This design comes from an exercise in tuning for small area on the open sky130 flow, not from production work. Function was checked by simulation only, so behaviour that the tests miss may differ from the original. Power is estimated from default activity; no workload was simulated.

File: flow/design.v
module stopwatch00(input btn,
             input clk,
             input rst,
             input save,
             input outres,
             output led,
             output reg ledr,
             output reg ledg,
             output reg ledb,
             output [8:0] leds,
             output [11:0] ledsindicates,
             output [7:0] cs,
             output [7:0] ds,
             output [7:0] s,
             output [7:0] ss,
             output [7:0] m,
             output [7:0] mm);
function [6:0] seg;	 
  input [3:0] d;
  case (d)
    4'd0: seg = 7'b1000000;
    4'd1: seg = 7'b1111001;
    4'd2: seg = 7'b0100100;
    4'd3: seg = 7'b0110000;
    4'd4: seg = 7'b0011001;
    4'd5: seg = 7'b0010010;
    4'd6: seg = 7'b0000010;
    4'd7: seg = 7'b1111000;
    4'd8: seg = 7'b0000000;
    default: seg = 7'b0010000;
  endcase
endfunction
function [4:0] enc5;
  input [2:0] a;
  input [2:0] c;
  if (a[2] && c[2]) enc5 = 5'b10100;
  else if (a[2]) enc5 = {3'b110, c[1:0]};
  else if (c[2]) enc5 = {3'b100, a[1:0]};
  else enc5 = {1'b0, a[1:0], c[1:0]};
endfunction
function [5:0] dec5;	 
  input [4:0] j;
  if (!j[4]) dec5 = {1'b0, j[3:2], 1'b0, j[1:0]};
  else if (j[3]) dec5 = {3'b100, 1'b0, j[1:0]};
  else if (j[2]) dec5 = 6'b100100;
  else dec5 = {1'b0, j[1:0], 3'b100};
endfunction
function [3:0] enc3;
  input [1:0] a;
  input [2:0] c;
  enc3 = c[2] ? {2'b11, a} : {a, c[1:0]};
endfunction
function [4:0] dec3;	 
  input [3:0] j;
  dec3 = (j[3:2] == 2'b11) ? {j[1:0], 3'b100} : {j[3:2], 1'b0, j[1:0]};
endfunction
function [7:0] digits7;
  input [6:0] f;
  reg [5:0] ac;
  begin
    ac = dec5(f[6:2]);
    digits7 = {ac[5:3], f[1], ac[2:0], f[0]};
  end
endfunction
function [6:0] field7;
  input [3:0] t;
  input [3:0] u;
  field7 = {enc5(t[3:1], u[3:1]), t[0], u[0]};
endfunction
function [7:0] digits6;
  input [5:0] f;
  reg [4:0] ac;
  begin
    ac = dec3(f[5:2]);
    digits6 = {1'b0, ac[4:3], f[1], ac[2:0], f[0]};
  end
endfunction
function [5:0] field6;
  input [3:0] t;
  input [3:0] u;
  field6 = {enc3(t[2:1], u[3:1]), t[0], u[0]};
endfunction
reg btn_f, save_f, run;
reg [1:0] ticks;
reg [6:0] fc, fm;	 
reg [5:0] fs;		 
wire [7:0] cdig = digits7(fc);
wire [7:0] sdig = digits6(fs);
wire [7:0] mdig = digits7(fm);
wire [3:0] c0 = cdig[3:0], c1 = cdig[7:4], s0 = sdig[3:0], m0 = mdig[3:0], m1 = mdig[7:4];
wire [2:0] s1 = sdig[6:4];
reg [3:0] index;	 
reg [3:0] sel;		 
reg [10:0] showindex;	 
reg [3:0] ledind;	 
reg down;		 
reg ledon;		 
reg pend;		 
reg [19:0] results [0:9];
reg [19:0] disp;
always @*
  case (sel)
    4'd0: disp = results[0];
    4'd1: disp = results[1];
    4'd2: disp = results[2];
    4'd3: disp = results[3];
    4'd4: disp = results[4];
    4'd5: disp = results[5];
    4'd6: disp = results[6];
    4'd7: disp = results[7];
    4'd8: disp = results[8];
    4'd9: disp = results[9];
    default: disp = {fm, fs, fc};
  endcase
wire [7:0] dc = digits7(disp[6:0]);
wire [7:0] dsd = digits6(disp[12:7]);
wire [7:0] dm = digits7(disp[19:13]);
assign cs = {1'b1, seg(dc[3:0])};
assign ds = {1'b1, seg(dc[7:4])};
assign s  = {1'b0, seg(dsd[3:0])};
assign ss = {1'b1, seg(dsd[7:4])};
assign m  = {1'b0, seg(dm[3:0])};
assign mm = {1'b1, seg(dm[7:4])};
assign led = c1 == 4'd0 && c0 < 4'd5;
assign leds = 9'd0;
assign ledsindicates = ledon ? (12'd1 << ledind) : 12'd0;
wire tick = run && ticks == 2'd3;
wire c0w = c0 == 4'd9;
wire c1w = c1 == 4'd9;
wire s0w = s0 == 4'd9;
wire s1w = s1 == 3'd5;
wire m0w = m0 == 4'd9;
wire m1w = m1 == 4'd9;
wire ledstep = tick && ((c0w && c1w) || c0 + c1 == 4'd8 || (c0w && c1 == 4'd8));
wire [3:0] nextind = down ? ledind - 4'd1 : ledind + 4'd1;
wire btn_press = !btn && !btn_f;
wire run_n = btn_press ? !run : run;
wire save_press = !save && !save_f;
wire clear = save_press && !outres && !run_n;
wire store = save_press && !outres && run_n && index < 4'd10;
wire show = save_press && outres && !run_n && index != 4'd0;
wire [3:0] sel_inc = (sel + 4'd1 == index) ? 4'd0 : sel + 4'd1;
wire [3:0] rd = (showindex == 11'd0) ? 4'd0 : sel_inc;
always @(posedge clk)
  if (rst) begin
    btn_f <= 1'b0;
    save_f <= 1'b0;
    run <= 1'b0;
    ticks <= 2'd0;
    fc <= 7'd0;
    fs <= 6'd0;
    fm <= 7'd0;
    index <= 4'd0;
    sel <= 4'd15;
    showindex <= 11'd0;
    ledind <= 4'd1;
    down <= 1'b1;
    ledon <= 1'b0;
    pend <= 1'b0;
    ledr <= 1'b0;
    ledg <= 1'b0;
    ledb <= 1'b0;
  end else begin
    if (!run) begin
      ledr <= !outres;
      ledg <= 1'b0;
      ledb <= outres;
    end else if (tick) begin
      ledr <= 1'b0;
      ledg <= 1'b1;
      ledb <= 1'b0;
    end
    if (run)
      ticks <= ticks + 2'd1;
    if (tick) begin
      fc <= field7(c0w ? (c1w ? 4'd0 : c1 + 4'd1) : c1, c0w ? 4'd0 : c0 + 4'd1);
      if (c0w && c1w)
        fs <= field6(s0w ? (s1w ? 4'd0 : s1 + 4'd1) : s1, s0w ? 4'd0 : s0 + 4'd1);
      if (c0w && c1w && s0w && s1w)
        fm <= field7(m0w ? (m1w ? 4'd0 : m1 + 4'd1) : m1, m0w ? 4'd0 : m0 + 4'd1);
    end
    if (ledstep) begin
      ledon <= 1'b1;
      ledind <= nextind;
      if (nextind == 4'd11)
        down <= 1'b1;
      else if (nextind == 4'd0)
        down <= 1'b0;
    end
    if (btn_press)
      btn_f <= 1'b1;
    else if (btn && btn_f)
      btn_f <= 1'b0;
    if (save_press)
      save_f <= 1'b1;
    else if (save && save_f)
      save_f <= 1'b0;
    run <= run_n;
    if (run)
      sel <= 4'd15;
    if (btn_press && !run)
      showindex <= 11'd0;
    pend <= store;
    if (pend) begin
      results[index] <= disp;
      index <= index + 4'd1;
    end
    if (clear) begin
      fc <= 7'd0;
      fs <= 6'd0;
      fm <= 7'd0;
      index <= 4'd0;
      sel <= 4'd15;
      showindex <= 11'd0;
      ledon <= 1'b0;
    end
    if (show) begin
      sel <= rd;
      showindex <= showindex + 11'd1;
    end
  end
endmodule
File: flow/constraint.sdc
create_clock -name core_clock -period 30.0 [get_ports {clk}]
set_input_delay 6.0000 -clock core_clock [delete_from_list [all_inputs] [get_ports {clk}]]
set_output_delay 6.0000 -clock core_clock [all_outputs]
set_load 0.01 [all_outputs]
File: flow/run.sh
#!/bin/bash
# synth_recipe.tcl (not shown) runs the flow's synth.tcl, then flattens the netlist and writes it again
# the make line also repeats each setting of config.mk as NAME=value (left out here)
make -C /OpenROAD-flow-scripts/flow DESIGN_CONFIG=/design/flow/config.mk WORK_HOME=/design/flow/orfs CLKGATE_MAP_FILE= SYNTH_SCRIPT=/design/flow/synth_recipe.tcl finish
File: flow/config.mk
export PLATFORM = sky130hd
export DESIGN_NAME = stopwatch00
export DESIGN_NICKNAME = stopwatch00
export VERILOG_FILES = /design/flow/design.v
export SDC_FILE = /design/flow/constraint.sdc
export NUM_CORES = 4
export LEC_CHECK = 0
export CAP_MARGIN = 20
export CORE_MARGIN = 2
export CORE_UTILIZATION = 40
export SLEW_MARGIN = 20
==> results of run 1 <==
## registers in the layout (all words and copies together) (netlist names)
register,count
results,200
showindex,11
fc,7
fm,7
fs,6
index,4
ledind,4
sel,4
ticks,2
btn_f,1
down,1
ledb,1
ledg,1
ledon,1
ledr,1
pend,1
run,1
save_f,1
## Yosys cell counts, types with 13 or more instances
cell      count
nand2b_1     13
buf_4        20
nand2_1      67
and2_1       14
buf_2        18
o21ai_0      22
edfxtp_1    200
inv_1        49
nor3_1       20
clkbuf_1     30
nor2_1       94
a21oi_1      48
ha_1         55
a221oi_1     13
nand3_1      24
a22oi_1      61
nand4_1      14
xnor2_1      13
dfxtp_1      54
mux2i_1      27
## cell type report
cell class	instances	area, sq um
Multi-Input combinational cell	680	4700
Clock buffer	38	737
Clock inverter	10	60.1
Tap cell	396	495
Timing Repair Buffer	85	793
Fill cell	2739	16400
Sequential cell	254	7090
Inverter	51	191
## cell families (layout without fill, tap and decap cells)
logic type               Yosys count  after routing  share of synthesized area, %
AND/OR/NAND/NOR                  321            321                          13.6
flip-flops                       254            254                          57.6
AO/OA/AOI/OAI                    234            234                          13.9
buffers and inverters            123            184                          4.68
adder cells (fa/ha/maj)           56             56                          5.75
multiplexers                      36             36                          3.08
XOR/XNOR                          18             18                          1.28
other                              2             15                        0.0610
## cell usage in the layout (no fill, tap or decap), types with 12 or more instances in the layout
cell and count:
edfxtp_1 200, nor2_1 94, nand2_1 67, clkdlybuf4s50_1 62, a22oi_1 61, ha_1 55, dfxtp_1 54, inv_1 49
a21oi_1 48, mux2i_1 27, clkbuf_16 27, nand3_1 24, buf_4 23, o21ai_0 22, nor3_1 20, conb_1 15
and2_1 14, nand4_1 14, nand2b_1 13, a221oi_1 13, xnor2_1 13, a22o_1 12
## worst max path at each step
stage	to	slack [ns]	cells past startpoint
6_report	ds[4]	18.69	12
5_1_grt	ds[4]	18.31	12
4_1_cts	ds[4]	18.65	12
3_5_place_dp	ds[4]	19.22	12
3_3_place_gp	ds[4]	19.44	12
2_1_floorplan	mm[5]	20.95	13
## per-stage QoR
step	hold slack [ns]	worst slack [ns]
3_3_place_gp	0.473	19.44
6_report	0.485	18.69
4_1_cts	0.490	18.65
2_1_floorplan	0.448	20.95
3_5_place_dp	0.480	19.22
5_1_grt	0.524	18.31
## routing by layer
metal / track usage [%] / routed length [um] / up-vias
met5: 0 / 0 / -
met4: 5.17 / 798 / 0
met3: 3.06 / 1980 / 49
met2: 29.9 / 14000 / 267
met1: 24.7 / 13400 / 4130
li1: - / - / 3983
## tightest hold or removal path: stages (launching register included)
cell and delay (ns):
dfxtp_1 0.32, inv_1 0.07, a21oi_1 0.05
## power breakdown
group          total (mW)  internal (mW)  leakage (nW)  switching, mW
logic              0.0180        0.00694          2.43         0.0111
clock network       0.305          0.171         0.385          0.134
registers           0.378          0.377          2.28        0.00148
total               0.702          0.555          5.09          0.147
==> impl_metrics.json, run 1 <==
{
  "path_clk_slew_ns": 0.06,
  "grt_use_total_pct": 18.1,
  "arrival_ns": 5.31,
  "die_y_um": 179,
  "dpl.cell_count": 1466,
  "postSynth.asyncResetShare_pct": 0,
  "post_cts_buffers": 0,
  "antenna_found_initial": 0,
  "fin_crit_sh_pct": 37.7,
  "r2r_start": "sel[0]",
  "ant_nets": 0,
  "hold_depth": 2,
  "synth_area_leaders": "edfxtp_1 49%, dfxtp_1 8.8%, ha_1 5.6%",
  "floorplan.initialDensity_pct": 40.5,
  "rr_endpoint": "results[5][16]",
  "maxCapViolCount": 0,
  "grt_max_degree": 35,
  "cts-resized-gates": 0,
  "status": "finished clean",
  "area_growth_pct": 14.2,
  "pin_count": 78,
  "cts_tree": "built",
  "startpoint": "sel[0]",
  "crit_required_ns": 24.00,
  "grt_setup_unrepaired": "no",
  "clk_latency_ns": 0.55,
  "yosysWarnings": 1,
  "grt_pass1_vias": 8029,
  "wirelength_mm": 30.1,
  "setup_tns_ns": 0,
  "syn_area_sq_um": 12300,
  "cts_made_buffers": 27,
  "synth-seq-cells": 254,
  "dp_hpwl_mm": 18.3,
  "final_nets": 1160,
  "drt-vias-per-instance": 5.57,
  "max-vdd-ir-drop_mv": 0.0416,
  "hp-start": "ledon",
  "final_cells": 1514,
  "drt_first_pass_iters": 6,
  "coreArea_sq_um": 30400,
  "num_rows": 64,
  "clockRootBuffer": "clkbuf_16",
  "clk_path_buf_depth": 3,
  "hold_buffers": 0,
  "yosysTopAreaCellShare_pct": 48.8,
  "ys_seq_area_share_pct": 57.6,
  "total_power_mw": 0.702,
  "synth_edf_count": 200,
  "slew_viol_final": 0,
  "crit_path_max_fanout": 17,
  "criticalPathCategory": "reg -> out",
  "synth_cell_type_count": 83,
  "reg2reg_slack_ns": 26.54,
  "slew_headroom_pct": 26.7,
  "synth-main-ff-cell": "edfxtp_1",
  "dieArea_sq_um": 32200,
  "drive_above_1_share_pct": 8.32,
  "cts_sinks": 254,
  "crit_family": "compound AO/OA/AOI/OAI gates",
  "grt_pass1_wl_mm": 46.6,
  "grt_overflow_total": 0,
  "wire_per_inst_um": 19.9,
  "setup_violations": 0,
  "max_freq_mhz": 88.4,
  "io_buffers": 62,
  "path_buf_inv": 3,
  "postLayoutCoreUtil_pct": 46.2,
  "syn_inst": 1044,
  "syn_area_per_cell_sq_um": 11.8,
  "placed_area_sq_um": 13300,
  "leakagePower_nw": 5.09,
  "path_cells": "inv_1 -> ha_1 -> nor4_2 -> a21o_1 -> a21oi_1 -> a32oi_2 -> mux2i_1 -> nor2b_1 -> inv_1 -> ha_1 -> a221oi_1 -> clkdlybuf4s50_1",
  "num_antenna_cells": 0,
  "design_area_sq_um": 14100,
  "dr_total_vias": 8429,
  "hold_path_end": "ledon",
  "gp_congestion": 0.786,
  "clock_skew_ns": 0.0128,
  "crit_slowest_cell": "a21o_1",
  "cp_slowest_stage_delay_ns": 0.68,
  "drt_iter0_drc": 633,
  "cp-start-kind": "register",
  "hold_path_class": "reg -> reg",
  "power.density_nw_per_um2": 49.9,
  "layout_min_cycle_time_ns": 11.31,
  "htree_num_levels": 1,
  "worstMarginPinSlew_ns": 1.09,
  "rr_worst_depth": 7,
  "drc": 0,
  "fp.dieW_um": 179,
  "cp-end-kind": "output port",
  "final_hold_viol_count": 0,
  "synth_largest_area_cell": "edfxtp_1"
}
==> run 2: changes to the inputs <==
==> flow/flow/run.sh (new file) <==
#!/bin/bash
# The standard layout (bash standard.sh), with three settings passed to ORFS:
# ports buffered with the smallest buffer, and a clock tree of large clusters
# without dummy loads.
set -euo pipefail
export BUFFER_PORTS_ARGS="-buffer_cell sky130_fd_sc_hd__buf_1"
export CTS_ARGS="-sink_clustering_enable -repair_clock_nets -dont_use_dummy_load -buf_list sky130_fd_sc_hd__clkbuf_16 -sink_clustering_size 24 -sink_clustering_max_diameter 100"
bash standard.sh > standard.log 2>&1
==> flow/standard.sh (new file) <==
#!/bin/bash
# synth_recipe.tcl (not shown) runs the flow's synth.tcl, then flattens the netlist and writes it again
# the make line also repeats each setting of config.mk as NAME=value (left out here)
make -C /OpenROAD-flow-scripts/flow DESIGN_CONFIG=/design/flow/config.mk WORK_HOME=/design/flow/orfs CLKGATE_MAP_FILE= SYNTH_SCRIPT=/design/flow/synth_recipe.tcl "${@:-finish}"
removed: flow/run.sh
==> run 2 against run 1 <==
Net effect: still clean on timing, DRC and antenna; count of clock-buffer cells in the layout decreased by 24; clock skew increased by 0.025 ns; core utilization decreased by 2.8 points; total power decreased by 17%; global-route usage decreased by 0.30 points; worst hold slack improved by 0.010 ns; clock power decreased by 37%; sequential cell count unchanged; routed wire length decreased by 2.5%; die area unchanged; sequential power about the same; largest cell class unchanged; largest power group unchanged.
==> impl_metrics.json, run 2 <==
{
  "status": "finished clean",
  "grt_setup_unrepaired": "no",
  "yosysWarnings": 1,
  "maxCapViolCount": 0,
  "crit_family": "compound AO/OA/AOI/OAI gates",
  "dieArea_sq_um": 32200,
  "dr.max_layer_used": "met4",
  "coreArea_sq_um": 30400,
  "slew_headroom_pct": 35.0,
  "hold_ws_ns": 0.495,
  "grt_max_degree": 35,
  "num_antenna_cells": 0,
  "ys_seq_area_share_pct": 57.6,
  "startpoint": "sel[0]",
  "floorplan.initialDensity_pct": 40.5,
  "clockRootBuffer": "clkbuf_16",
  "largest-register": "results",
  "drt-vias-per-instance": 5.55,
  "reg2reg_slack_ns": 26.55,
  "reg_top3": "results (200), showindex (11)",
  "max-vdd-ir-drop_mv": 0.0255,
  "drive_above_1_share_pct": 6.75,
  "wl_met3_mm": 1.53,
  "area_growth_pct": 7.33,
  "path_depth": 12,
  "grt_pass1_wl_mm": 46.0,
  "cts_sinks": 254,
  "pin_count": 78,
  "antenna_found_initial": 0,
  "syn_inst": 1044,
  "synth_area_leaders": "edfxtp_1 49%, dfxtp_1 8.8%, ha_1 5.6%",
  "r2r_start": "sel[0]",
  "clock_skew_ns": 0.0374,
  "clk_latency_ns": 0.50,
  "dp_hpwl_mm": 18.3,
  "die_y_um": 179,
  "syn_area_sq_um": 12300,
  "path_buf_inv": 3,
  "crit_required_ns": 24.00,
  "synth-seq-cells": 254,
  "layout_min_cycle_time_ns": 10.74,
  "drt_iter0_drc": 725,
  "crit_slowest_cell": "a21o_1",
  "drt_first_pass_iters": 5,
  "leakagePower_nw": 4.72,
  "grt_overflow_total": 0,
  "cp-end-kind": "output port",
  "crit_path_max_fanout": 17,
  "num_rows": 64,
  "synth_cell_type_count": 83,
  "hold_path_class": "reg -> reg",
  "fin_crit_sh_pct": 35.8,
  "clk_path_buf_depth": 3,
  "post_cts_buffers": 0,
  "syn_area_per_cell_sq_um": 11.8,
  "worstMarginPinSlew_ns": 0.968,
  "drc": 0,
  "path_clk_slew_ns": 0.10,
  "wl_met2_mm": 14.0,
  "grt_pass1_vias": 7903,
  "arrival_ns": 4.74,
  "htree_num_levels": 1,
  "wire_per_inst_um": 19.9,
  "layout_commonest_cell": "edfxtp_1",
  "grt_use_total_pct": 17.8,
  "synth_largest_area_cell": "edfxtp_1",
  "drt-met1-wl_mm": 13.5,
  "largest_register_ffs": 200,
  "slew_viol_final": 0,
  "cts_made_buffers": 14,
  "postSynth.asyncResetShare_pct": 0,
  "io_buffers": 62,
  "synth-main-ff-cell": "edfxtp_1",
  "dr_total_vias": 8206,
  "yosysMostFrequentCell": "edfxtp_1",
  "rr_worst_depth": 7,
  "setup_ws_ns": 19.26,
  "pre_cts_ws_ns": 19.70,
  "criticalPathCategory": "reg -> out",
  "synthTopCellsByCount": "200 x edfxtp_1, 94 x nor2_1, 67 x nand2_1",
  "max_freq_mhz": 93.1,
  "power.density_nw_per_um2": 44.3,
  "setup_violations": 0,
  "crit_end": "ds[4]",
  "wirelength_mm": 29.4,
  "gp_congestion": 0.820,
  "n_fill_cell": 2839,
  "cts-resized-gates": 0,
  "yosysTopAreaCellShare_pct": 48.8,
  "path_cells": "inv_1 -> ha_1 -> nor4_2 -> a21o_1 -> a21oi_1 -> a32oi_2 -> mux2i_1 -> nor2b_1 -> inv_1 -> ha_1 -> a221oi_1 -> buf_1",
  "final_hold_viol_count": 0,
  "setup_tns_ns": 0,
  "ant_nets": 0,
  "hold_depth": 1,
  "fp.dieW_um": 179,
  "synth_edf_count": 200,
  "cts_tree": "built",
  "final_cell_mix": "200 x edfxtp_1, 94 x nor2_1, 67 x nand2_1",
  "rr_endpoint": "results[9][16]",
  "cp-start-kind": "register",
  "cp_slowest_stage_delay_ns": 0.66,
  "final_nets": 1145,
  "hold_buffers": 0
}
[run 2: cell counts after synthesis]
No cell type changed its count.
[run 2: stage by stage]
step | util, % | cell area (sq um) | power, mW | std cells
2_1_floorplan | - | 12400 | 0.399 | 1057
3_3_place_gp | 42.3 | 12900 | 0.402 | 1464
3_5_place_dp | 42.3 | 12900 | 0.402 | 1464
4_1_cts | 43.4 | 13200 | 0.591 | 1478
5_1_grt | 43.4 | 13200 | 0.604 | 1478
6_report | 43.4 | 13200 | 0.586 | 1478
[run 2: cell type report]
cell class | instances | area (sq um) | share of cell area (%)
multi-input combinational | 680 | 4700 | 35.6
inverter | 51 | 191 | 1.45
sequential | 254 | 7090 | 53.6
timing repair buffer | 83 | 390 | 2.95
tap | 396 | 495 | 3.75
clock buffer | 14 | 350 | 2.65
[run 2: report_power, final]
| group | switching (mW) | internal (mW) | leakage (nW) | total (mW) |
|---|---|---|---|---|
| clock | 0.107 | 0.0841 | 0.173 | 0.191 |
| sequential | 0.00147 | 0.376 | 2.28 | 0.378 |
| combinational | 0.0110 | 0.00540 | 2.27 | 0.0164 |
| total | 0.120 | 0.466 | 4.72 | 0.586 |
[run 2: worst min-delay path by stage]
stage | slack [ns] | start | endpoint
after floorplan | 0.45 | showindex[10] | showindex[10]
after global placement | 0.47 | showindex[10] | showindex[10]
after detailed placement | 0.48 | showindex[10] | showindex[10]
after CTS | 0.50 | showindex[10] | showindex[10]
after global routing | 0.51 | showindex[10] | showindex[10]
final | 0.49 | showindex[10] | showindex[10]
[run 2: layer usage]
metal  vias to the layer above  track usage [%]
met5                         -                0
met4                         0             3.71
met3                        28             2.05
li1                       3917                -
met1                      4046             24.9
met2                       215             30.1
[run 2: cell families (layout without fill, tap and decap cells)]
kind of cell | after synthesis | in the layout | share of synthesized area, %
other cells | 2 | 15 | 0.0610
simple gates | 321 | 321 | 13.6
flops | 254 | 254 | 57.6
xor+xnor | 18 | 18 | 1.28
buf+inv | 123 | 148 | 4.68
fa+ha+maj | 56 | 56 | 5.75
mux | 36 | 36 | 3.08
compound gates | 234 | 234 | 13.9

-- separate check: timing with driven ports --
Ports are ideal in the flow. The routed layouts listed here were re-timed in OpenROAD. Step 1, drivers: a clkbuf_16 drives clk and a buf_2 each remaining input, both assumed. Step 2 times the ports against the registers' clock, not the clock port: input delays grow and output delays shrink by t, the midpoint of the rising clock arrivals with the driver on. a / b / c = ideal / step 1 / step 2; a / b = the first two.
run | shift t [ns] | setup slack, ns | worst register clock-pin slew, ns
run 1 | 0.593 | 18.689 / 18.639 / 19.232 | 0.06 / 0.06
run 2 | 0.530 | 19.258 / 19.206 / 19.736 | 0.10 / 0.10
After both steps every run listed still meets setup and hold.
